From an optimization exercise on the open Yosys and OpenROAD flow, aimed at small area, a short achievable clock period and few clock cycles per item; shortcuts taken in it are not production practice. No run shown here included a check of the RTL's function; only the layout flow was run. No activity file was given, so power comes from the tool's default toggle rates.

<file path="constraint.sdc">
create_clock -name core_clock -period 6.0 [get_ports {clk_i}]
set_input_delay 1.2000 -clock core_clock [delete_from_list [all_inputs] [get_ports {clk_i}]]
set_output_delay 1.2000 -clock core_clock [all_outputs]
set_load 0.01 [all_outputs]
</file>
<file path="flow/run.sh">
#!/bin/bash
# Standard ORFS layout (the standard.sh), with small buffers on the
# ports instead of the default delay-cell buffers (repair may still upsize
# them). ORFS writes each step's log under orfs/logs; make's own output goes
# to standard.log here.
set -euo pipefail
export BUFFER_PORTS_ARGS="-buffer_cell sky130_fd_sc_hd__buf_1"

bash standard.sh > standard.log 2>&1
</file>
<file path="standard.sh">
#!/bin/bash
# synth_recipe.tcl (not shown) runs the flow's synth.tcl, then flattens the netlist and writes it again
# the make line also repeats each setting of config.mk as NAME=value (left out here)
make -C /OpenROAD-flow-scripts/flow DESIGN_CONFIG=/design/flow/config.mk WORK_HOME=/design/flow/orfs CLKGATE_MAP_FILE= SYNTH_SCRIPT=/design/flow/synth_recipe.tcl "${@:-finish}"
</file>
<file path="config.mk">
export PLATFORM = sky130hd
export DESIGN_NAME = non_restoring_divider
export DESIGN_NICKNAME = non_restoring_divider
export VERILOG_FILES = /design/flow/design.v
export SDC_FILE = /design/flow/constraint.sdc
export NUM_CORES = 4
export LEC_CHECK = 0
export CAP_MARGIN = 20
export CORE_MARGIN = 2
export CORE_UTILIZATION = 40
export CTS_BUF_LIST = sky130_fd_sc_hd__clkbuf_8
export SETUP_SLACK_MARGIN = 2.7
export SLEW_MARGIN = 20
</file>
<file path="design.v">
module non_restoring_divider #(
    parameter DATA_WIDTH = 32
) (
    input  logic                    clk_i,
    input  logic                    clk_en_i,
    input  logic                    rst_n_i,
    input  logic [DATA_WIDTH - 1:0] dividend_i,
    input  logic [DATA_WIDTH - 1:0] divisor_i,
    input  logic                    data_valid_i,
    output logic [DATA_WIDTH - 1:0] quotient_o,
    output logic [DATA_WIDTH - 1:0] remainder_o,
    output logic                    divide_by_zero_o,
    output logic                    data_valid_o,
    output logic                    idle_o
);
    logic [31:0] divisor_q, rem_q, quo_q;
    logic [4:0]  cnt_q;
    logic        busy_q, valid_q, dbz_q;
    logic [1:0] skip;
    always_comb begin
        if      (|divisor_i[31:24]) skip = 2'd3;
        else if (|divisor_i[23:16]) skip = 2'd2;
        else if (|divisor_i[15:8])  skip = 2'd1;
        else                        skip = 2'd0;
    end
    logic [63:0] init;
    assign init = {32'b0, dividend_i} << {skip, 3'b000};
    logic [32:0] trial;
    logic [33:0] g, p, gc, pc;
    logic [31:0] rem_step;
    logic        borrow;
    assign trial = {rem_q, quo_q[31]};
    always_comb begin
        g[0] = 1'b1;
        p[0] = 1'b0;
        for (int i = 0; i < 33; i++) begin
            g[i+1] = trial[i] & ~((i < 32) ? divisor_q[i % 32] : 1'b0);
            p[i+1] = ~(trial[i] ^ ((i < 32) ? divisor_q[i % 32] : 1'b0));
        end
        gc = g;
        pc = p;
        for (int l = 0; l < 6; l++)
            for (int i = 0; i < 34; i++)
                if ((i >> l) & 1) begin
                    gc[i] = gc[i] | (pc[i] & gc[((i >> l) << l) - 1]);
                    pc[i] = pc[i] & pc[((i >> l) << l) - 1];
                end
        borrow = ~gc[33];
        for (int i = 0; i < 32; i++)
            rem_step[i] = borrow ? trial[i] : (gc[i] ? ~p[i+1] : p[i+1]);
    end
    always_ff @(posedge clk_i) begin
        if (!rst_n_i) begin
            busy_q  <= 1'b0;
            valid_q <= 1'b0;
        end else if (clk_en_i) begin
            valid_q <= busy_q && (cnt_q == 5'd0);
            if (busy_q)
                busy_q <= (cnt_q != 5'd0);
            else
                busy_q <= data_valid_i;
        end
    end
    always_ff @(posedge clk_i) begin
        if (clk_en_i) begin
            if (!busy_q) begin
                divisor_q      <= divisor_i;
                {rem_q, quo_q} <= init;
                cnt_q          <= {~skip, 3'b111};
                dbz_q          <= (divisor_i == 32'b0);
            end else if (busy_q) begin
                rem_q <= rem_step;
                quo_q <= {quo_q[30:0], !borrow};
                cnt_q <= cnt_q - 5'd1;
            end
        end
    end
    assign quotient_o       = quo_q;
    assign remainder_o      = rem_q;
    assign divide_by_zero_o = dbz_q;
    assign data_valid_o     = valid_q;
    assign idle_o           = !busy_q;
endmodule
</file>
==> results of run 1 <==
==> how the worst min path moves through the flow <==
stage	slack, ps	to	start
after floorplan	560	cnt_q[0]	cnt_q[0]
after global placement	540	quo_q[22]	quo_q[21]
after detailed placement	550	quo_q[14]	quo_q[13]
after CTS	570	quo_q[29]	quo_q[28]
after global routing	590	quo_q[29]	quo_q[28]
final	560	quo_q[29]	quo_q[28]
==> layout make-up <==
class	count	area share [%]
Clock buffer	9	1.627
Clock inverter	7	0.9535
Inverter	49	2.417
Multi-Input combinational cell	453	41.54
Sequential cell	104	40.79
Tap cell	216	3.551
Timing Repair Buffer	156	9.124
==> power by group through the flow <==
stage               clock network [W]  logic (W)  registers [W]
finish                       0.000449   0.000458       0.000892
CTS                          0.000464   0.000423       0.000892
detailed placement                  0   0.000416       0.000908
global route                 0.000495   0.000507       0.000898
global placement                    0   0.000405       0.000908
floorplan                           0   0.000276       0.000914
==> per-layer routing <==
metal  GRT usage, %  vias up  routed length [um]
li1               -     2618                   -
met3          5.782       19                1165
met1          26.81     2608                7850
met5              0        -                   0
met4          5.695        0                 273
met2          34.90      181                8958
==> repair_timing <==
item	4_1_cts	5_1_grt
gates resized for setup	16	18
endpoints found under the hold margin	0	0
setup endpoints to repair	56	39
hold buffers	0	0
setup buffers	4	9
cloned	0	2
pin swaps	1	8
==> metrics by stage <==
stage	power, W	instances	area, um2	utilization (%)
after CTS	0.001779	983	7408	46.98
after floorplan	0.001190	633	6406	-
after global routing	0.001900	994	7611	48.26
after detailed placement	0.001324	963	7109	45.08
final	0.001799	994	7611	48.26
after global placement	0.001313	963	7109	45.08
==> layout by cell type (no fill, tap or decap), types with 4 or more instances in the layout <==
cell / instances
a221oi_1: 8
a211oi_1: 8
fa_1: 4
clkbuf_8: 9
ha_1: 31
nand2_1: 72
or3_1: 4
a31oi_1: 12
buf_1: 133
buf_4: 19
mux2i_1: 29
o21ai_1: 4
and3_1: 7
edfxtp_1: 102
nand3_1: 15
or2_2: 5
o21ai_0: 42
a22o_1: 7
nor3_1: 13
nor2_1: 49
xor2_1: 10
o21a_1: 5
nand2b_1: 4
a22oi_1: 8
nor4_2: 4
inv_1: 50
xnor2_1: 11
a21oi_1: 39
==> worst max-delay path, delay by kind of cell <==
| family | cells | cell delay, ps |
|---|---|---|
| simple gates | 5 | 1710 |
| buf+inv | 2 | 380 |
| compound gates | 1 | 170 |
==> synthesized netlist by cell type (2+ instances only) <==
library cell,number,share of area [%]
edfxtp_1,102,48
nand2_1,73,4.3
nor2_1,52,3.0
inv_1,49,2.9
o21ai_0,42,3.3
a21oi_1,41,3.2
ha_1,34,6.6
mux2i_1,29,4.5
clkbuf_1,20,1.2
nand3_1,16,1.3
nor3_1,14,1.1
a31oi_1,12,1.2
xnor2_1,11,1.5
xor2_1,10,1.4
nor4_1,9,0.88
a211oi_1,8,0.94
a221oi_1,8,1.1
a22oi_1,8,0.94
a22o_1,7,0.96
and3_1,7,0.68
o21a_1,6,0.70
or2_2,6,0.59
nand2b_1,5,0.49
o21ai_1,5,0.39
fa_1,4,1.3
nor2b_1,4,0.39
or3_1,4,0.39
a21o_1,3,0.35
buf_2,3,0.23
buf_6,3,0.53
nand4_1,3,0.29
o31ai_1,3,0.35
o41ai_1,3,0.41
a21oi_2,2,0.27
dfxtp_1,2,0.63
o21bai_1,2,0.23
o311ai_0,2,0.27
o31a_1,2,0.27
==> flip-flops by register name (all words and copies together), names as in the netlist <==
name       flops
busy_q         1
divisor_q     32
cnt_q          5
valid_q        1
rem_q         32
quo_q         32
dbz_q          1
==> kinds of logic (layout without fill, tap and decap cells) <==
kind of cell,count (synthesis),in the layout,share of synthesized area [%]
AND/OR/NAND/NOR,197,197,13.91
multiplexers,29,29,4.531
XOR/XNOR,21,21,2.871
AO/OA/AOI/OAI,168,168,17.50
buffers and inverters,76,221,4.863
adder cells (fa/ha/maj),38,38,7.891
flip-flops,104,104,48.44
==> flow_summary.ini, run 1 <==
[run_status]
status = timing/DRC/antenna clean

[route]
routed_via_density = 5.459
wl_mm = 18.25
post_drt_wl_per_cell_um = 18.36
ant_nets = 0
drtPass1Iterations = 6
via_count = 5426
drc = 0
first_iter_violations = 425

[layout]
drive_above_1_share_pct = 9.640
antennaDiodeCount = 0
nets = 879
n_fill_cell = 1522
multi_input_area_um2 = 3162
area_growth_pct = 18.81
ff_latch_area_um2 = 3104

[min_path]
min_path_type = reg -> reg
hold_depth = 2

[sta]
rsz0062_at_grt = false
slew_violations = 0
max_freq_ghz = 0.3138
fin_ws_ps = 2813
fin_setup_tns_ps = 0
setup_viol = 0
tightest_slew_ps = 712.9
hold_slack_ps = 563.0
slew_headroom_pct = 52.47
skew_ps = 15.53
timing.final.crit_period_ps = 3187
period_share_pct = 53.11
hold_viol_final = 0

[global_route]
grt.total_usage_pct = 20.89
grt_max_degree = 57
antenna_found_initial = 0
grt_pass1_vias = 5144
grt_overflow = 0
grt_pass1_wl_mm = 26.97

[worst_setup_path]
path_cells = buf_1 -> nor4_2 -> nand2_1 -> buf_4 -> nor2_2 -> nand2_1 -> nor2_4 -> a22o_1
cpPeakStageDelay_ps = 470
r2r_slack_ps = 2820
r2r_start = rem_q[9]
reg2reg_depth = 11
start_kind = input pin
crit_type = in -> reg
crit_top_cell = nand2_1
crit_path_top_delay_cell = nor4_2
r2r_end = rem_q[23]
crit_start = divisor_i[25]
cp.arrival_ps = 3460
crit_path_end_kind = flop
crit_end = quo_q[1]
cp_max_fo = 33
required_ps = 6270

[yosys]
yosysWarnings = 1
synth_cell_types = 57
synth_edf_count = 102
synthArstFlopShare_pct = 0
ys_ff_latch = 104
syn_area_um2 = 6406
syn_area_per_cell_um2 = 10.12
synth_ff_type = edfxtp_1
syn-instance-count = 633
synth_seq_area_share_pct = 48.44
synth_nets = 739

[power]
ir_worst_vdd_mv = 0.1047
power.internal_w = 0.001236
p_clk_share_pct = 25.0
leakagePower_nw = 2.896
sequentialPowerShare_pct = 49.6
p_per_area_nw_per_um2 = 236.3
swShare_pct = 31.28
switchingPower_w = 0.0005626
comb_power_share_pct = 25.5

[floorplan]
die_width_um = 130.6
start_util_pct = 40.62
ios = 135
core_um2 = 15770
row_count = 46
die-height_um = 130.6
dieArea_um2 = 17040

[clock_network]
clkSinkCount = 104
root_buffer = clkbuf_8
clkTransAtPathRegs_ps = 100
insertion_delay_ps = 400
cts_max_path_buffers = 2
cts_tree = built
htreeDepth = 3
numCtsBuffers = 9

[placement]
io_buffer_count = 134
gp_congestion = 0.8655
dp_hpwl_mm = 13.35
place_ws_ps = 1779

[flow_run]
drv_cap = 0
==> run 2, diff against run 1 <==
==> design.v (replaced) <==
module non_restoring_divider #(
    parameter DATA_WIDTH = 32
) (
    input  logic                    clk_i,
    input  logic                    clk_en_i,
    input  logic                    rst_n_i,
    input  logic [DATA_WIDTH - 1:0] dividend_i,
    input  logic [DATA_WIDTH - 1:0] divisor_i,
    input  logic                    data_valid_i,
    output logic [DATA_WIDTH - 1:0] quotient_o,
    output logic [DATA_WIDTH - 1:0] remainder_o,
    output logic                    divide_by_zero_o,
    output logic                    data_valid_o,
    output logic                    idle_o
);
    logic [31:0] divisor_q, rem_q, quo_q;
    logic [4:0]  cnt_q;
    logic        busy_q, idle_q, valid_q, dbz_q;
    logic [1:0] skip;
    always_comb begin
        if      (|divisor_i[31:24]) skip = 2'd3;
        else if (|divisor_i[23:16]) skip = 2'd2;
        else if (|divisor_i[15:8])  skip = 2'd1;
        else                        skip = 2'd0;
    end
    logic [63:0] init;
    assign init = {32'b0, dividend_i} << {skip, 3'b000};
    logic [32:0] trial;
    logic [32:0] diff;
    logic        borrow;
    assign trial = {rem_q, quo_q[31]};
    assign {borrow, diff} = {1'b0, trial} - {2'b00, divisor_q};
    always_ff @(posedge clk_i) begin
        if (!rst_n_i) begin
            busy_q  <= 1'b0;
            idle_q  <= 1'b1;
            valid_q <= 1'b0;
        end else if (clk_en_i) begin
            valid_q <= busy_q && (cnt_q == 5'd0);
            if (busy_q) begin
                busy_q <= (cnt_q != 5'd0);
                idle_q <= (cnt_q == 5'd0);
            end else begin
                busy_q <= data_valid_i;
                idle_q <= !data_valid_i;
            end
        end
    end
    logic [31:0] rem_keep, rem_sub, rem_nxt;
    logic        qbit_keep, qbit_sub;
    assign rem_keep  = busy_q ? trial[31:0] : init[63:32];
    assign rem_sub   = busy_q ? diff[31:0]  : init[63:32];
    assign rem_nxt   = borrow ? rem_keep : rem_sub;
    assign qbit_keep = busy_q ? 1'b0 : init[0];
    assign qbit_sub  = busy_q ? 1'b1 : init[0];
    always_ff @(posedge clk_i) begin
        if (clk_en_i) begin
            rem_q <= rem_nxt;
            quo_q <= busy_q ? {quo_q[30:0], borrow ? qbit_keep : qbit_sub} : init[31:0];
            if (!busy_q) begin
                divisor_q <= divisor_i;
                cnt_q     <= {~skip, 3'b111};
                dbz_q     <= (divisor_i == 32'b0);
            end else begin
                cnt_q     <= cnt_q - 5'd1;
            end
        end
    end
    assign quotient_o       = quo_q;
    assign remainder_o      = rem_q;
    assign divide_by_zero_o = dbz_q;
    assign data_valid_o     = valid_q;
    assign idle_o           = idle_q;   
endmodule
==> flow/run.sh (replaced) <==
#!/bin/bash
# Standard ORFS layout, but with small buffers on the ports instead of the
# default delay-cell buffers (repair may still upsize them).
set -euo pipefail
export BUFFER_PORTS_ARGS="-buffer_cell sky130_fd_sc_hd__buf_1"
bash standard.sh > standard.log 2>&1
--- a/config.mk
+++ b/config.mk
@@ -9,5 +9,4 @@
 export CORE_MARGIN = 2
 export CORE_UTILIZATION = 40
-export CTS_BUF_LIST = sky130_fd_sc_hd__clkbuf_8
-export SETUP_SLACK_MARGIN = 2.7
+export SETUP_SLACK_MARGIN = 2.5
 export SLEW_MARGIN = 20
==> flow_summary.ini, run 2 <==
[floorplan]
die_width_um = 132.2
die-height_um = 132.2
ios = 135
dieArea_um2 = 17470
start_util_pct = 41.21
row_count = 46
core_um2 = 15940

[route]
routed_via_density = 5.680
drtPass1Iterations = 5
first_iter_violations = 435
ant_nets = 0
wl_mm = 19.03
drc = 0
via_count = 5663
post_drt_wl_per_cell_um = 19.08

[sta]
period_share_pct = 57.18
hold_viol_final = 0
slew_headroom_pct = 34.75
max_freq_ghz = 0.2915
tightest_slew_ps = 976.7
fin_setup_tns_ps = 0
slew_violations = 0
skew_ps = 9.152
timing.final.crit_period_ps = 3431
fin_ws_ps = 2569
setup_viol = 0
rsz0062_at_grt = true

[yosys]
synth_edf_count = 102
yosysWarnings = 1
synth_area_leaders = edfxtp_1, ha_1, mux2i_1
syn_area_um2 = 6570
synth.most_common_cell = edfxtp_1
synth_nets = 749
syn-instance-count = 646
ys_ff_latch = 105
synth_cell_types = 55
synth_top_area_share_pct = 46.62
synthArstFlopShare_pct = 0
syn_area_per_cell_um2 = 10.17
yosys.area.top_type = edfxtp_1
ys_top_cells_by_count = edfxtp_1, nand2_1, o21ai_0, a21oi_1, inv_1
synth_ff_type = edfxtp_1
synth_seq_area_share_pct = 47.53

[layout]
ff_latch_area_um2 = 3124
largestRegisters = divisor_q: 32 flops, quo_q: 32 flops, rem_q: 32 flops
drive_above_1_share_pct = 6.914
area_growth_pct = 17.31
design_area_um2 = 7707
nets = 879
antennaDiodeCount = 0
multi_input_area_um2 = 3284
n_fill_cell = 1557
final_util_pct = 48.34
final_cell_mix = buf_1, edfxtp_1, nand2_1
final_common_cell = buf_1

[clock_network]
clkTransAtPathRegs_ps = 70
insertion_delay_ps = 360
cts_max_path_buffers = 2
htreeDepth = 3
cts_tree = built
root_buffer = clkbuf_16
numCtsBuffers = 9
clkSinkCount = 105

[power]
switchingPower_w = 0.0006097
comb_power_share_pct = 24.7
p_per_area_nw_per_um2 = 257.2
ir_worst_vdd_mv = 0.1662
p_clk_share_pct = 29.8
leakagePower_nw = 3.025
power.internal_w = 0.001373
sequentialPowerShare_pct = 45.5
swShare_pct = 30.76

[worst_setup_path]
crit_path_top_delay_cell = edfxtp_1
required_ps = 6090
cp.arrival_ps = 3520
crit_path_end_kind = flop
crit_type = reg -> reg
path_cells = ha_1 -> nor2b_1 -> o21a_1 -> a311o_1 -> a211oi_4 -> nor3b_4 -> buf_4 -> o311ai_0 -> a21oi_1 -> xor2_1 -> o21ai_0
cp_max_fo = 4
reg2reg_depth = 11
cpPeakStageDelay_ps = 500
start_kind = flop

[min_path]
min_path_type = reg -> reg
hold_depth = 2

[global_route]
antenna_found_initial = 0
grt.total_usage_pct = 20.98
grt_max_degree = 77
grt_pass1_vias = 5427
grt_pass1_wl_mm = 28.82
grt_overflow = 0

[placement]
place_ws_ps = 1782
placed_cell_area_um2 = 7282
gp_congestion = 0.8523
io_buffer_count = 134
dp_hpwl_mm = 13.78

[run_status]
status = timing/DRC/antenna clean

[flow_run]
drv_cap = 0
==> run 2: repair_timing <==
action,CTS,global route
endpoints found under the setup margin,45,36
gates resized for setup,9,12
setup buffers,0,4
pin swaps,0,6
hold buffers,0,0
gates cloned,0,2
==> run 2: cell families (layout without fill, tap and decap cells) <==
logic type	after synthesis	in the layout	share of synthesized area, %
DFF	105	105	47.53
buffers and inverters	69	202	4.266
AOI/OAI and AO/OA	179	181	17.31
adders and majority gates	35	35	6.780
xor gates and xnor gates	31	31	4.133
and+or+nand+nor	178	178	12.36
muxes	49	49	7.618
==> run 2: critical path, delay by kind of cell, from the launching register on <==
family	cells	cell delay (ps)
compound gates	6	1490
simple gates	2	510
flops	1	500
fa+ha+maj	1	330
buf+inv	1	170
xor+xnor	1	170
==> run 2: power by group through the flow <==
stage	Clock, W	Sequential, W	Combinational [W]
2_1_floorplan	0	0.000921	0.000300
3_3_place_gp	0	0.000917	0.000444
3_5_place_dp	0	0.000917	0.000454
4_1_cts	0.000606	0.000901	0.000460
5_1_grt	0.000633	0.000907	0.000537
6_report	0.000591	0.000901	0.000490
==> run 2: cell type report <==
cell class / count / area share [%]
clock inverter: 7 / 0.7955
multi-input combinational: 474 / 42.61
sequential: 105 / 40.54
inverter: 44 / 2.143
tap: 216 / 3.506
timing repair buffer: 142 / 7.484
clock buffer: 9 / 2.922
==> run 2: metal layers <==
metal,GRT usage (%),routed length [um],vias up
met5,0,0,-
met4,5.737,325,0
li1,-,-,2668
met1,27.44,8281,2755
met2,34.90,9295,217
met3,4.960,1122,23
==> run 2: path summary, 6_finish.rpt <==
check / from / end / slack, ps
hold reg to reg: quo_q[17] / quo_q[18] / 570
hold / removal: quo_q[17] / quo_q[18] / 570
setup reg to reg: rem_q[0] / rem_q[31] / 2570
setup / recovery: rem_q[0] / rem_q[31] / 2570
==> run 2: through the flow <==
| stage | total power (W) | cells | hold slack [ps] |
|---|---|---|---|
| 6_report | 0.001982 | 997 | 571.1 |
| 3_3_place_gp | 0.001361 | 975 | 535.2 |
| 4_1_cts | 0.001968 | 991 | 572.1 |
| 5_1_grt | 0.002077 | 997 | 590.2 |
| 2_1_floorplan | 0.001222 | 646 | 555.6 |
| 3_5_place_dp | 0.001371 | 975 | 550.2 |
==> run 3, diff against run 2 <==
--- a/config.mk
+++ b/config.mk
@@ -9,4 +9,4 @@
 export CORE_MARGIN = 2
 export CORE_UTILIZATION = 40
-export SETUP_SLACK_MARGIN = 2.5
+export SETUP_SLACK_MARGIN = 2.8
 export SLEW_MARGIN = 20
==> flow_summary.ini, run 3 <==
[clock_network]
cts_max_path_buffers = 2
cts_tree = built
numCtsBuffers = 9
clkTransAtPathRegs_ps = 70
insertion_delay_ps = 360
clkSinkCount = 105
htreeDepth = 3
root_buffer = clkbuf_16

[layout]
drive_above_1_share_pct = 11.76
largestRegisters = divisor_q: 32 flops, quo_q: 32 flops, rem_q: 32 flops
ff_latch_area_um2 = 3124
area_growth_pct = 22.24
antennaDiodeCount = 0
n_fill_cell = 1518
final_cell_mix = buf_1, edfxtp_1, nand2_1
final_common_cell = buf_1
nets = 897
multi_input_area_um2 = 3463

[worst_setup_path]
required_ps = 6090
crit_path_top_delay_cell = or4_1
path_cells = buf_1 -> or4_1 -> nor2_2 -> nand2_4 -> nand2_2 -> a21oi_1 -> a21oi_1 -> o311ai_1
crit_top_cell = a21oi_1
critical-path-top-delay-family = simple AND/OR/NAND/NOR gates
cp_num_buf_inv = 1
crit_path_end_kind = flop
cp_max_fo = 19
cp.arrival_ps = 3260
cpPeakStageDelay_ps = 600
crit_type = in -> reg
start_kind = input pin

[sta]
fin_setup_tns_ps = 0
slew_violations = 0
timing.final.crit_period_ps = 3173
period_share_pct = 52.88
max_freq_ghz = 0.3152
setup_viol = 0
hold_slack_ps = 567.8
skew_ps = 9.370
tightest_slew_ps = 966.7
slew_headroom_pct = 35.55
hold_viol_final = 0
rsz0062_at_grt = true

[power]
p_per_area_nw_per_um2 = 254.8
ir_worst_vdd_mv = 0.1724
leakagePower_nw = 3.106

[yosys]
synth_edf_count = 102
synth_seq_area_share_pct = 47.53
yosys.area.top_type = edfxtp_1
yosysWarnings = 1
syn_area_per_cell_um2 = 10.17
ys_top_cells_by_count = edfxtp_1, nand2_1, o21ai_0, a21oi_1, inv_1
synthArstFlopShare_pct = 0
synth_top_area_share_pct = 46.62
synth_cell_types = 55
synth_area_leaders = edfxtp_1, ha_1, mux2i_1
syn_area_um2 = 6570
synth_nets = 749
ys_ff_latch = 105
synth_ff_type = edfxtp_1
synth.most_common_cell = edfxtp_1
syn-instance-count = 646

[global_route]
grt.total_usage_pct = 21.42
grt_pass1_wl_mm = 29.26
grt_pass1_vias = 5452
antenna_found_initial = 0
grt_max_degree = 77
grt_overflow = 0

[route]
drtPass1Iterations = 4
first_iter_violations = 418
drc = 0
via_count = 5723
ant_nets = 0
post_drt_wl_per_cell_um = 18.95
routed_via_density = 5.638
wl_mm = 19.23

[placement]
io_buffer_count = 134
dp_hpwl_mm = 13.64
gp_congestion = 0.8556

[floorplan]
core_um2 = 15940
start_util_pct = 41.21
die-height_um = 132.2
die_width_um = 132.2
ios = 135
dieArea_um2 = 17470
row_count = 46

[flow_run]
drv_cap = 0

[run_status]
status = timing/DRC/antenna clean

[min_path]
min_path_type = reg -> reg
run 3: cell counts after synthesis:
No cell type changed its count.
run 3: worst reg2reg max path, delay by kind of cell, from the launching register on:
family,cells,cell delay (ps)
and+or+nand+nor,4,1160
AOI/OAI and AO/OA,3,800
adders and majority gates,1,340
DFF,1,500
buffers and inverters,1,200
run 3: power by group:
group | total [W] | internal [W] | switching (W)
clock | 0.000610 | 0.000324 | 0.000285
sequential | 0.000903 | 0.000866 | 0.0000370
combinational | 0.000534 | 0.000219 | 0.000315
total | 0.00205 | 0.00141 | 0.000637
run 3: logic make-up (layout without fill, tap and decap cells):
group	after synthesis	count (layout)	synth area share, %
simple gates	178	178	12.36
fa+ha+maj	35	35	6.780
compound gates	179	181	17.31
xor+xnor	31	31	4.133
buf+inv	69	220	4.266
flops	105	105	47.53
mux	49	49	7.618
run 3: path summary, 6_finish.rpt:
check / start / to / slack, ps / depth (start not counted)
max: divisor_i[25] / rem_q[0] / 2830 / 8
min: quo_q[21] / quo_q[22] / 570 / 2
max reg2reg: rem_q[19] / rem_q[29] / 2840 / 9
min reg2reg: quo_q[21] / quo_q[22] / 570 / 2
run 3: area by class of cell:
| cell class | count | share of cell area (%) |
|---|---|---|
| clock buffers | 9 | 2.804 |
| clock inverters | 7 | 0.8568 |
| inverters | 44 | 2.103 |
| multi-input cells | 474 | 43.12 |
| flip-flops and latches | 105 | 38.90 |
| well taps | 216 | 3.365 |
| repair buffers | 160 | 8.849 |
run 3: what timing repair did:
item                                    4_1_cts  5_1_grt
cloned                                        3        0
hold buffers                                  0        0
resized for setup                            18       36
buffers inserted                              5       16
endpoints found under the setup margin       57       44
pin swaps                                     6       10
run 3: stage by stage:
step | setup slack, ps | cell area [um2] | power (W) | instances | utilization (%)
6_report | 2827 | 8031 | 0.002047 | 1015 | 50.38
5_1_grt | 2723 | 8031 | 0.002135 | 1015 | 50.38
4_1_cts | 2789 | 7712 | 0.002001 | 999 | 48.38
3_5_place_dp | 1599 | 7284 | 0.001370 | 975 | 45.69
3_3_place_gp | 1822 | 7284 | 0.001363 | 975 | 45.69
2_1_floorplan | 2821 | 6576 | 0.001222 | 646 | -
run 3: metal layers:
layer / vias up / routed length, um / global-route usage, % / share of wire (%)
met5: - / 0 / 0 / 0
met4: 0 / 396 / 6.824 / 2.1
met3: 30 / 1317 / 4.806 / 6.8
met2: 223 / 9373 / 35.39 / 49
met1: 2762 / 8143 / 27.98 / 42
li1: 2708 / - / - / -
==> run 4, diff against run 3 <==
==> design.v (replaced) <==
module non_restoring_divider #(
    parameter DATA_WIDTH = 32
) (
    input  logic                    clk_i,
    input  logic                    clk_en_i,
    input  logic                    rst_n_i,
    input  logic [DATA_WIDTH - 1:0] dividend_i,
    input  logic [DATA_WIDTH - 1:0] divisor_i,
    input  logic                    data_valid_i,
    output logic [DATA_WIDTH - 1:0] quotient_o,
    output logic [DATA_WIDTH - 1:0] remainder_o,
    output logic                    divide_by_zero_o,
    output logic                    data_valid_o,
    output logic                    idle_o
);
    logic [31:0] divisor_q, rem_q, quo_q;
    logic [4:0]  cnt_q;
    logic        nxt_q;
    logic        busy_q, align_q, idle_q, valid_q, dbz_q;
    logic [7:0] nz, sel, keep;    
    logic [2:0] lead;
    always_comb begin
        for (int j = 0; j < 8; j++)
            nz[j] = |divisor_q[4*j +: 4];
        for (int j = 0; j < 8; j++)
            sel[j] = (j == 0 || nz[j]) && !(|(nz >> (j + 1)));
        lead = {|sel[7:4], |{sel[7:6], sel[3:2]}, |{sel[7], sel[5], sel[3], sel[1]}};
        for (int j = 0; j < 8; j++)
            keep[j] = !(|(sel >> (8 - j)));    
    end
    logic [31:0] rem_align, keep_mask;
    logic        nxt_bit;
    always_comb begin
        rem_align = '0;
        nxt_bit   = 1'b0;
        for (int j = 0; j < 8; j++) begin
            rem_align = rem_align | ({32{sel[j]}} & 32'({32'b0, quo_q} >> (32 - 4 * j)));
            nxt_bit   = nxt_bit   | (sel[j] & quo_q[31 - 4 * j]);
        end
        for (int j = 0; j < 8; j++)
            keep_mask[4*j +: 4] = {4{keep[j]}};
    end
    logic [32:0] trial;
    logic [32:0] diff;
    logic        borrow;
    assign trial = {rem_q, nxt_q};
    assign {borrow, diff} = {1'b0, trial} - {2'b00, divisor_q};
    logic step;
    assign step = busy_q && !align_q;
    always_ff @(posedge clk_i) begin
        if (!rst_n_i) begin
            busy_q  <= 1'b0;
            align_q <= 1'b0;
            idle_q  <= 1'b1;
            valid_q <= 1'b0;
        end else if (clk_en_i) begin
            valid_q <= step && (cnt_q == 5'd0);
            align_q <= !busy_q && data_valid_i;
            if (!busy_q) begin
                busy_q <= data_valid_i;
                idle_q <= !data_valid_i;
            end else if (step) begin
                busy_q <= (cnt_q != 5'd0);
                idle_q <= (cnt_q == 5'd0);
            end
        end
    end
    always_ff @(posedge clk_i) begin
        if (clk_en_i) begin
            rem_q <= step ? (borrow ? trial[31:0] : diff[31:0]) : rem_align;
            quo_q <= busy_q ? ({quo_q[30:0], !borrow} & keep_mask) : dividend_i;
            nxt_q <= nxt_bit;
            if (!busy_q) begin
                divisor_q <= divisor_i;
                dbz_q     <= (divisor_i == 32'b0);
            end else begin
                cnt_q     <= align_q ? {~lead, 2'b11} : cnt_q - 5'd1;
            end
        end
    end
    assign quotient_o       = quo_q;
    assign remainder_o      = rem_q;
    assign divide_by_zero_o = dbz_q;
    assign data_valid_o     = valid_q;
    assign idle_o           = idle_q;   
endmodule
==> flow/run.sh (replaced) <==
#!/bin/bash
# Standard ORFS layout (the standard.sh), with small buffers on the
# ports instead of the default delay-cell buffers (repair may still upsize
# them). ORFS writes each step's log under orfs/logs; make's own output goes
# to standard.log here.
set -euo pipefail
export BUFFER_PORTS_ARGS="-buffer_cell sky130_fd_sc_hd__buf_1"

bash standard.sh > standard.log 2>&1
--- a/config.mk
+++ b/config.mk
@@ -9,4 +9,5 @@
 export CORE_MARGIN = 2
 export CORE_UTILIZATION = 40
-export SETUP_SLACK_MARGIN = 2.8
+export CTS_BUF_LIST = sky130_fd_sc_hd__clkbuf_8
+export SETUP_SLACK_MARGIN = 2.9
 export SLEW_MARGIN = 20
==> flow_summary.ini, run 4 <==
[sta]
rsz0062_at_grt = true
timing.final.crit_period_ps = 3069
hold_viol_final = 0
slew_headroom_pct = 25.81
period_share_pct = 51.15
slew_violations = 0
max_freq_ghz = 0.3258
skew_ps = 15.14
hold_slack_ps = 602.5
fin_ws_ps = 2931
tightest_slew_ps = 1103
fin_setup_tns_ps = 0
setup_viol = 0

[flow_run]
drv_cap = 0

[worst_setup_path]
crit_start = rem_q[11]
cp_max_fo = 7
r2r_end = rem_q[31]
start_kind = flop
r2r_slack_ps = 2930
reg2reg_depth = 12
crit_type = reg -> reg
r2r_start = rem_q[11]
required_ps = 6150
crit_end = rem_q[31]
crit_path_end_kind = flop
cp.arrival_ps = 3220

[min_path]
min_path_type = reg -> reg

[route]
routed_via_density = 5.788
wl_mm = 22.08
first_iter_violations = 584
post_drt_wl_per_cell_um = 19.92
drtPass1Iterations = 5
via_count = 6413
ant_nets = 0
drc = 0

[floorplan]
row_count = 48
ios = 135
die-height_um = 137.4
start_util_pct = 41.03
core_um2 = 17360
die_width_um = 137.4
dieArea_um2 = 18880

[placement]
dp_hpwl_mm = 15.66
place_ws_ps = 1987
post-place-cells = 1067
gp_congestion = 0.8992
io_buffer_count = 134

[clock_network]
htreeDepth = 3
holdBufCountCts = 0
root_buffer = clkbuf_8
clkSinkCount = 107
insertion_delay_ps = 410
clkTransAtPathRegs_ps = 110
cts_tree = built
numCtsBuffers = 9
cts_max_path_buffers = 2

[global_route]
grt_max_degree = 60
grt_pass1_vias = 5979
grt_overflow = 0
grt_pass1_wl_mm = 33.46
antenna_found_initial = 0
grt.total_usage_pct = 23.55

[layout]
final_cells = 1108
antennaDiodeCount = 0
nets = 981
largestRegisters = divisor_q: 32 flops, quo_q: 32 flops, rem_q: 32 flops
area_growth_pct = 19.21
final_cell_mix = buf_1, edfxtp_1, inv_1
drive_above_1_share_pct = 10.31
final_common_cell = buf_1

[yosys]
ys_top_cells_by_count = edfxtp_1, inv_1, nand2_1, a21oi_1, o21ai_0
synth_edf_count = 103
synth_seq_area_share_pct = 44.56
syn-instance-count = 741
synth_nets = 844
synth.most_common_cell = edfxtp_1
synth_ff_type = edfxtp_1
syn_area_per_cell_um2 = 9.609
synth_top_area_share_pct = 43.44
synth_area_leaders = edfxtp_1, ha_1, a21oi_1
synth_cell_types = 66
yosysWarnings = 1
yosys.area.top_type = edfxtp_1
syn_area_um2 = 7121
ys_ff_latch = 107
synthArstFlopShare_pct = 0

[run_status]
status = timing/DRC/antenna clean

[power]
p_per_area_nw_per_um2 = 248.1
ir_worst_vdd_mv = 0.1210
leakagePower_nw = 3.217
p_total_w = 0.002106
-- run 4: cell types whose count changed after synthesis, moves of 11 or more --
cell,previous run,this run
inv_1,43,72
nor3_1,4,15
a221oi_1,3,14
a22oi_1,0,14
nor4_1,4,16
o21ai_0,57,45
a21oi_1,47,59
mux2i_1,41,21
-- run 4: worst min-delay path by stage --
| stage | endpoint | cells after the start | start | slack (ps) |
|---|---|---|---|---|
| 2_1_floorplan | align_q | 2 | align_q | 490 |
| 3_3_place_gp | quo_q[3] | 1 | quo_q[2] | 560 |
| 3_5_place_dp | quo_q[3] | 1 | quo_q[2] | 570 |
| 4_1_cts | quo_q[3] | 1 | quo_q[2] | 610 |
| 5_1_grt | quo_q[3] | 1 | quo_q[2] | 640 |
| 6_report | quo_q[3] | 1 | quo_q[2] | 600 |
-- run 4: layout make-up --
cell class | count | area (um2)
fill | 1695 | 8869
multi-input combinational | 523 | 3764
sequential | 107 | 3174
timing repair buffer | 165 | 789.5
tap | 225 | 281.5
inverter | 72 | 270.3
clock buffer | 9 | 123.9
clock inverter | 7 | 85.08
-- run 4: layer usage --
metal	GRT usage (%)	part of all wire, %	vias up
li1	-	-	3074
met5	0	0	-
met2	38.56	48	216
met3	5.372	6.0	39
met4	7.560	2.6	0
met1	30.91	43	3084
-- run 4: power breakdown --
group	internal, W	switching (W)	leakage [nW]
Sequential	0.000891	0.0000660	1.04
Combinational	0.000287	0.000376	2.07
Clock	0.000201	0.000285	0.109
-- run 4: kinds of logic (layout without fill, tap and decap cells) --
kind of cell | count (synthesis) | in the layout | synth area share (%)
AO/OA/AOI/OAI | 238 | 239 | 22.51
AND/OR/NAND/NOR | 198 | 198 | 13.62
buffers and inverters | 112 | 253 | 6.273
flip-flops | 107 | 107 | 44.56
adder cells (fa/ha/maj) | 35 | 35 | 6.256
XOR/XNOR | 26 | 26 | 3.198
multiplexers | 25 | 25 | 3.585
-- run 4: repair_timing --
| action | in CTS | in global routing |
|---|---|---|
| pin swaps | 3 | 13 |
| gates resized for setup | 22 | 21 |
| setup endpoints to repair | 39 | 35 |
| setup buffers | 4 | 19 |
| gates cloned | 1 | 0 |
-- run 4: per-stage QoR --
step | area (um2) | utilization [%]
global placement | 7810 | 45.00
finish | 8488 | 48.90
floorplan | 7123 | -
global route | 8488 | 48.90
detailed placement | 7810 | 45.00
CTS | 8177 | 47.11
-- run 4: critical path: stages, from the launching register on --
cell and delay, ps:
edfxtp_1 450, ha_2 410, nand2_1 110, nor3_2 190
o211ai_1 160, a21o_1 250, o41a_1 400, buf_4 160
buf_4 130, a21boi_4 190, buf_4 190, nand2b_1 110
a21oi_1 60
==> run 5, diff against run 4 <==
--- a/config.mk
+++ b/config.mk
@@ -10,4 +10,4 @@
 export CORE_UTILIZATION = 40
 export CTS_BUF_LIST = sky130_fd_sc_hd__clkbuf_8
-export SETUP_SLACK_MARGIN = 2.9
+export SETUP_SLACK_MARGIN = 3.1
 export SLEW_MARGIN = 20
==> flow_summary.ini, run 5 <==
[placement]
io_buffer_count = 134
place_ws_ps = 2026
gp_congestion = 0.8814
dp_hpwl_mm = 15.45

[clock_network]
root_buffer = clkbuf_8
clkTransAtPathRegs_ps = 120
cts_tree = built
numCtsBuffers = 9
htreeDepth = 3
clkSinkCount = 107
cts_max_path_buffers = 2
insertion_delay_ps = 400

[yosys]
synthMuxAreaShare_pct = 3.585
syn_area_um2 = 7121
yosysWarnings = 1
syn-instance-count = 741
yosys.area_share.simple_pct = 13.62
synth_edf_count = 103
synth_compound_area_share_pct = 22.51
synth_seq_area_share_pct = 44.56
ys_ff_latch = 107
synth_top_area_share_pct = 43.44
yosys.area.top_type = edfxtp_1
synth_fa_ha_area_share_pct = 6.255
ys_top_cells_by_count = edfxtp_1, inv_1, nand2_1, a21oi_1, o21ai_0
synth_area_leaders = edfxtp_1, ha_1, a21oi_1
syn_area_per_cell_um2 = 9.609
synth_nets = 844
synth_cell_types = 66
yosys.area_share.xor_xnor_pct = 3.198
synth_top_family_by_area = compound AO/OA/AOI/OAI gates
synth.most_common_cell = edfxtp_1
synth_ff_type = edfxtp_1
synthArstFlopShare_pct = 0

[sta]
timing.final.crit_period_ps = 3026
skew_ps = 18.94
fin_ws_ps = 2974
max_freq_ghz = 0.3304
tightest_slew_ps = 1137
period_share_pct = 50.44
hold_viol_final = 0
slew_violations = 0
setup_viol = 0
slew_headroom_pct = 23.48
fin_setup_tns_ps = 0
rsz0062_at_grt = true

[global_route]
grt_pass1_wl_mm = 33.74
antenna_found_initial = 0
grt_overflow = 0
grt.total_usage_pct = 23.53
grt_pass1_vias = 6121
grt_max_degree = 71

[floorplan]
row_count = 48
ios = 135
dieArea_um2 = 18880
start_util_pct = 41.03
die-height_um = 137.4
die_width_um = 137.4
core_um2 = 17360

[layout]
final_cell_mix = buf_1, edfxtp_1, inv_1
final_common_cell = buf_1
n_fill_cell = 1625
area_growth_pct = 25.30
largestRegisters = divisor_q: 32 flops, quo_q: 32 flops, rem_q: 32 flops
drive_above_1_share_pct = 15.61
nets = 1014
antennaDiodeCount = 0

[worst_setup_path]
crit_path_top_delay_cell = edfxtp_1
crit_type = reg -> reg
crit_path_end_kind = flop
cp.arrival_ps = 3160
required_ps = 6140
start_kind = flop
critical-path-top-delay-family = compound AO/OA/AOI/OAI gates
cp_max_fo = 7
path_cells = ha_4 -> a211oi_2 -> o211ai_1 -> a211oi_2 -> a21o_1 -> o41a_1 -> a21boi_4 -> buf_12 -> buf_12 -> mux2i_1 -> a21oi_1
reg2reg_depth = 11
r2r_end = rem_q[13]
r2r_start = rem_q[7]
cp_num_buf_inv = 2
r2r_slack_ps = 2970
worst-path-stages = 11
cpPeakStageDelay_ps = 450

[min_path]
min_path_type = reg -> reg
hold_depth = 1
hold_path_end = quo_q[3]
holdCritStartpoint = quo_q[2]

[route]
drc = 0
routed_via_density = 5.838
ant_nets = 0
via_count = 6661
wl_mm = 22.66
first_iter_violations = 533
post_drt_wl_per_cell_um = 19.86
drtPass1Iterations = 9

[power]
swShare_pct = 35.09
ir_worst_vdd_mv = 0.1335
power.internal_w = 0.001386
leakagePower_nw = 3.401
p_clk_share_pct = 20.2
p_per_area_nw_per_um2 = 239.2
switchingPower_w = 0.0007489
comb_power_share_pct = 35.0
sequentialPowerShare_pct = 44.8

[flow_run]
drv_cap = 0

[run_status]
status = timing/DRC/antenna clean
run 5: layout make-up:
| class | count | area (um2) | share of cell area [%] |
|---|---|---|---|
| clock buffers | 9 | 123.9 | 1.388 |
| clock inverters | 7 | 53.80 | 0.6030 |
| well taps | 225 | 281.5 | 3.155 |
| flip-flops and latches | 107 | 3174 | 35.58 |
| inverters | 72 | 270.3 | 3.029 |
| multi-input cells | 524 | 3939 | 44.15 |
| repair buffers | 197 | 1080 | 12.10 |
run 5: power by group through the flow:
stage	clock (W)	combinational [W]	sequential [W]
4_1_cts	0.000440	0.000682	0.000955
6_report	0.000432	0.000746	0.000956
2_1_floorplan	0	0.000409	0.000963
3_3_place_gp	0	0.000579	0.000968
3_5_place_dp	0	0.000580	0.000969
5_1_grt	0.000464	0.000810	0.000963
run 5: stage by stage:
stage	total power (W)	util [%]	cells	hold WS (ps)	instance area, um2
global route	0.002237	51.41	1141	628.2	8922
finish	0.002134	51.41	1141	599.2	8922
floorplan	0.001372	-	741	486.1	7161
CTS	0.002077	49.78	1121	600.5	8640
global placement	0.001546	45.26	1068	556.7	7855
detailed placement	0.001549	45.26	1068	567.8	7855
run 5: cells by family (layout without fill, tap and decap cells):
| group | after synthesis | after routing |
|---|---|---|
| fa+ha+maj | 35 | 35 |
| buf+inv | 112 | 285 |
| flops | 107 | 107 |
| mux | 25 | 25 |
| compound gates | 238 | 239 |
| simple gates | 198 | 199 |
| xor+xnor | 26 | 26 |
run 5: per-layer routing:
| layer | global-route usage, % | wire (um) | vias up |
|---|---|---|---|
| met3 | 4.010 | 1561 | 46 |
| li1 | - | - | 3132 |
| met4 | 7.961 | 617 | 0 |
| met2 | 38.42 | 10820 | 306 |
| met1 | 31.67 | 9664 | 3177 |
| met5 | 0 | 0 | - |
run 5: how the worst max path moves through the flow:
stage / startpoint / end / slack (ps)
4_1_cts: rem_q[2] / rem_q[9] / 3080
3_5_place_dp: rem_q[13] / rem_q[9] / 2030
3_3_place_gp: rem_q[13] / rem_q[9] / 2070
5_1_grt: rem_q[7] / rem_q[18] / 2840
6_report: rem_q[7] / rem_q[13] / 2970
2_1_floorplan: rem_q[13] / rem_q[2] / 3100
run 5: repair_timing:
item / in CTS / in global routing
setup endpoints to repair: 39 / 38
setup buffers: 36 / 17
hold endpoints to repair: 0 / 0
gates resized for setup: 54 / 24
pin swaps: 17 / 29
cloned: 1 / 2
hold buffers: 0 / 0
==> run 6, diff against run 5 <==
==> design.v (replaced) <==
module non_restoring_divider #(
    parameter DATA_WIDTH = 32
) (
    input  logic                    clk_i,
    input  logic                    clk_en_i,
    input  logic                    rst_n_i,
    input  logic [DATA_WIDTH - 1:0] dividend_i,
    input  logic [DATA_WIDTH - 1:0] divisor_i,
    input  logic                    data_valid_i,
    output logic [DATA_WIDTH - 1:0] quotient_o,
    output logic [DATA_WIDTH - 1:0] remainder_o,
    output logic                    divide_by_zero_o,
    output logic                    data_valid_o,
    output logic                    idle_o
);
    localparam COUNTER_WIDTH = $clog2(DATA_WIDTH);
    typedef enum logic [1:0] {IDLE, DIVIDE, RESTORE} fsm_state_t;
    typedef struct packed {
        logic                    rem_sign;
        logic [DATA_WIDTH - 1:0] remainder;
        logic [DATA_WIDTH - 1:0] quotient;
    } result_t;
    fsm_state_t state_CRT, state_NXT;
        always_ff @(posedge clk_i) begin : state_register
            if (!rst_n_i) begin
                state_CRT <= IDLE;
            end else if (clk_en_i) begin
                state_CRT <= state_NXT;
            end
        end : state_register
    result_t partial_CRT, partial_NXT;
    logic [DATA_WIDTH - 1:0] divisor_CRT, divisor_NXT;
        always_ff @(posedge clk_i) begin : datapath_register
            if (clk_en_i) begin
                partial_CRT <= partial_NXT;
                divisor_CRT <= divisor_NXT;
            end
        end : datapath_register
    logic [COUNTER_WIDTH - 1:0] iter_count_CRT, iter_count_NXT;
        always_ff @(posedge clk_i) begin : counter 
            if (clk_en_i) begin
                iter_count_CRT <= iter_count_NXT;
            end
        end : counter 
    logic divide_by_zero_CRT, divide_by_zero_NXT;
        always_ff @(posedge clk_i) begin : status_register
            if (!rst_n_i) begin
                divide_by_zero_CRT <= 1'b0;
            end else if (clk_en_i) begin
                divide_by_zero_CRT <= divide_by_zero_NXT;
            end
        end : status_register
    result_t pair_shifted;
        always_comb begin : fsm_logic 
            divide_by_zero_NXT = divide_by_zero_CRT;
            iter_count_NXT = iter_count_CRT;
            partial_NXT = partial_CRT;
            divisor_NXT = divisor_CRT;
            state_NXT = state_CRT;
            pair_shifted = 'b0;
            remainder_o = partial_CRT.remainder;
            data_valid_o = 1'b0;
            idle_o = 1'b0;
            case (state_CRT) 
                IDLE: begin 
                    if (data_valid_i) begin
                        state_NXT = DIVIDE;
                    end
                    divide_by_zero_NXT = (divisor_i == '0);
                    partial_NXT.rem_sign = 1'b0;
                    partial_NXT.quotient = dividend_i;
                    partial_NXT.remainder = '0;
                    divisor_NXT = divisor_i;
                    iter_count_NXT = '0;
                    idle_o = 1'b1;
                end
                DIVIDE: begin
                    state_NXT = (iter_count_CRT == (DATA_WIDTH - 1)) ? RESTORE : state_CRT;
                    iter_count_NXT = iter_count_CRT + 1;
                    pair_shifted = partial_CRT << 1; 
                    if (partial_CRT.rem_sign) begin
                        {partial_NXT.rem_sign, partial_NXT.remainder} = {pair_shifted.rem_sign, pair_shifted.remainder} + divisor_CRT;
                    end else begin
                        {partial_NXT.rem_sign, partial_NXT.remainder} = {pair_shifted.rem_sign, pair_shifted.remainder} - divisor_CRT;
                    end
                    partial_NXT.quotient = {pair_shifted.quotient[DATA_WIDTH - 1:1], !partial_NXT.rem_sign};
                end
                RESTORE: begin
                    state_NXT = IDLE;
                    data_valid_o = 1'b1;
                    idle_o = 1'b0;
                    if (partial_CRT.rem_sign) begin
                        {partial_NXT.rem_sign, partial_NXT.remainder} = {partial_CRT.rem_sign, partial_CRT.remainder} + divisor_CRT;
                    end
                    remainder_o = partial_NXT.remainder;
                end
            endcase
        end : fsm_logic
    assign quotient_o = partial_CRT.quotient;
    assign divide_by_zero_o = divide_by_zero_CRT;
endmodule
==> run.sh (new file) <==
#!/bin/bash
# synth_recipe.tcl (not shown) runs the flow's synth.tcl, then flattens the netlist and writes it again
# the make line also repeats each setting of config.mk as NAME=value (left out here)
make -C /OpenROAD-flow-scripts/flow DESIGN_CONFIG=/design/flow/config.mk WORK_HOME=/design/flow/orfs CLKGATE_MAP_FILE= SYNTH_SCRIPT=/design/flow/synth_recipe.tcl finish
--- a/config.mk
+++ b/config.mk
@@ -9,5 +9,3 @@
 export CORE_MARGIN = 2
 export CORE_UTILIZATION = 40
-export CTS_BUF_LIST = sky130_fd_sc_hd__clkbuf_8
-export SETUP_SLACK_MARGIN = 3.1
 export SLEW_MARGIN = 20
removed: flow/run.sh
removed: standard.sh
==> flow_summary.ini, run 6 <==
[run_status]
status = timing/DRC/antenna clean

[global_route]
grt.busiest_layer = met2
grt.met1_usage_pct = 32.15
grt.total_usage_pct = 22.18
grt_pass1_wl_mm = 41.71
grt_use_met2_pct = 33.88
grt_overflow = 0
antenna_found_initial = 0
grt_pass1_vias = 7649
grt_max_degree = 54
use_met3_pct = 5.432

[clock_network]
post-cts-setup-buffer-count = 0
clkSinkCount = 105
root_buffer = clkbuf_16
cts_tree = built
htreeDepth = 3
ctsResizeCount = 0
insertion_delay_ps = 370
numCtsBuffers = 9
holdBufCountCts = 0
clkTransAtPathRegs_ps = 80
cts_max_path_buffers = 2

[layout]
final_cell_mix = clkdlybuf4s50_1, nand2_1, edfxtp_1
drive_above_1_share_pct = 6.934
largest_reg_flops = 65
final_cells = 1381
final_common_cell = clkdlybuf4s50_1
nets = 1233
largest-register = partial_CRT
ff_latch_area_um2 = 3123
largestRegisters = partial_CRT: 65 flops, divisor_CRT: 32 flops, iter_count_CRT: 5 flops
area_growth_pct = 18.16
n_fill_cell = 2176
multi_input_area_um2 = 5523
antennaDiodeCount = 0

[yosys]
synth_ff_type = edfxtp_1
synth.most_common_cell = nand2_1
syn_area_per_cell_um2 = 9.089
synth_nets = 1150
synth_cell_types = 74
yosysWarnings = 1
synth_top_area_share_pct = 33.43
syn-instance-count = 1008
ys_ff_latch = 105
synthArstFlopShare_pct = 0
ys_top_cells_by_count = nand2_1, edfxtp_1, a21oi_1, nor2_1, ha_1
syn_area_um2 = 9161
yosys.area.top_type = edfxtp_1
synth_edf_count = 102
synth_area_leaders = edfxtp_1, ha_1, nand2_1
synth_seq_area_share_pct = 34.09

[sta]
tightest_slew_ps = 934.4
timing.final.crit_period_ps = 5129
hold_viol_final = 0
period_share_pct = 85.49
setup_viol = 0
slew_violations = 0
skew_ps = 16.32
fin_setup_tns_ps = 0
rsz0062_at_grt = false
max_freq_ghz = 0.1950
slew_headroom_pct = 37.71

[route]
via_count = 7884
routed_via_density = 5.709
drc = 0
wl_mm = 26.74
post_drt_wl_per_cell_um = 19.36
drtPass1Iterations = 5
ant_nets = 0
first_iter_violations = 572

[placement]
gp_congestion = 0.9228
dp_hpwl_mm = 20.48
io_buffer_count = 134
post-place-cells = 1365

[worst_setup_path]
r2r_slack_ps = 1320
required_ps = 4800
crit_type = reg -> out
cp.arrival_ps = 3930
cp_max_fo = 4
crit_path_end_kind = output pin
start_kind = flop

[power]
comb_power_share_pct = 38.5
power.internal_w = 0.001604
swShare_pct = 36.57
leakagePower_nw = 4.150
p_per_area_nw_per_um2 = 233.6
p_clk_share_pct = 23.6
switchingPower_w = 0.0009250
sequentialPowerShare_pct = 37.9
ir_worst_vdd_mv = 0.1300

[floorplan]
dieArea_um2 = 24130
row_count = 55
ios = 135
die-height_um = 155.3
core_um2 = 22570
start_util_pct = 40.59
die_width_um = 155.3

[min_path]
min_path_type = reg -> reg

[flow_run]
drv_cap = 0
-- run 6: through the flow --
step | instance area, um2 | power (W) | hold slack (ps) | util [%] | setup WS (ps)
2_1_floorplan | 9161 | 0.001634 | 526.4 | - | 1954
6_report | 10830 | 0.002529 | 524.2 | 47.96 | 870.9
4_1_cts | 10830 | 0.002529 | 527.4 | 47.96 | 876.4
3_5_place_dp | 10550 | 0.001931 | 514.5 | 46.72 | 1273
5_1_grt | 10830 | 0.002661 | 545.1 | 47.96 | 634.1
3_3_place_gp | 10550 | 0.001929 | 514.6 | 46.72 | 1314
-- run 6: final cells by class --
type / instances / share of cell area (%)
multi-input cells: 795 / 51.02
flip-flops and latches: 105 / 28.85
repair buffers: 142 / 12.94
well taps: 285 / 3.294
clock buffers: 9 / 2.080
inverters: 38 / 1.318
clock inverters: 7 / 0.4970
-- run 6: worst paths after layout --
kind | end | cells past startpoint | startpoint
worst max-delay path | remainder_o[24] | 12 | divisor_CRT[0]
worst min-delay path | divide_by_zero_CRT | 2 | divide_by_zero_CRT
worst max register to register | partial_CRT[64] | 18 | divisor_CRT[6]
worst min register to register | divide_by_zero_CRT | 2 | divide_by_zero_CRT
-- run 6: kinds of logic after synthesis --
group,share of synthesized area (%)
AO/OA/AOI/OAI,19.54
multiplexers,5.955
buffers and inverters,5.736
adder cells (fa/ha/maj),10.27
flip-flops,34.09
XOR/XNOR,8.222
AND/OR/NAND/NOR,16.18
-- run 6: power groups by stage --
stage          Combinational [W]  Clock (W)  Sequential (W)
2_1_floorplan           0.000693          0        0.000942
3_3_place_gp            0.000957          0        0.000971
3_5_place_dp            0.000959          0        0.000972
4_1_cts                 0.000963   0.000608        0.000957
5_1_grt                  0.00107   0.000628        0.000966
6_report                0.000973   0.000597        0.000959
-- run 6: critical path: stages, from the launching register on --
cell and delay [ps]:
edfxtp_1 440, ha_1 270, fa_1 440, a211oi_1 290, o21bai_1 170, a21oi_1 270, a2111oi_2 140, and3_1 220
o211ai_1 260, nand2_1 150, xnor2_1 150, o21ai_1 180, clkdlybuf4s50_1 570
-- run 6: routing by layer --
metal,up-vias,part of all wire [%]
met5,-,0
met4,0,0.78
met3,16,9.0
met2,318,42
met1,3679,48
li1,3871,-

re-timing with driven ports:
Ports are ideal in the flow. The routed layouts listed here were re-timed in OpenROAD.
Step 1 (the two cells are an assumption about what drives the block):
set clk [get_ports {clk_i}]
set_driving_cell -lib_cell sky130_fd_sc_hd__clkbuf_16 $clk
set_driving_cell -lib_cell sky130_fd_sc_hd__buf_2 [delete_from_list [all_inputs] $clk]
Step 2 adds t to the input delays and takes it off the output delays; t is the mean of the earliest and latest rising clock arrival at the registers after step 1. Input paths then give back, and output paths get back, about the clock's delay inside the block.
Slacks: ideal ports / drivers / drivers and shift; pairs: ideal ports / drivers.
run	shift t [ns]	setup WS [ns]	slew at the worst register clock pin (ns)	worst data-port slew with drivers (ns)
run 1	0.430	2.813 / 2.823 / 2.394	0.11 / 0.11	0.07
run 2	0.395	2.569 / 2.569 / 2.265	0.07 / 0.07	0.06
run 3	0.401	2.827 / 2.842 / 2.447	0.08 / 0.08	0.05
run 4	0.436	2.931 / 2.931 / 2.931	0.11 / 0.11	0.04
run 5	0.432	2.974 / 2.974 / 2.974	0.12 / 0.12	0.04
run 6	0.407	0.871 / 0.824 / 1.231	0.09 / 0.09	0.05
After both steps setup and hold are still met in every run listed. The setup slack of run 1, which loses most, moves by +0.010 ns with the drivers and by -0.419 ns with both steps.
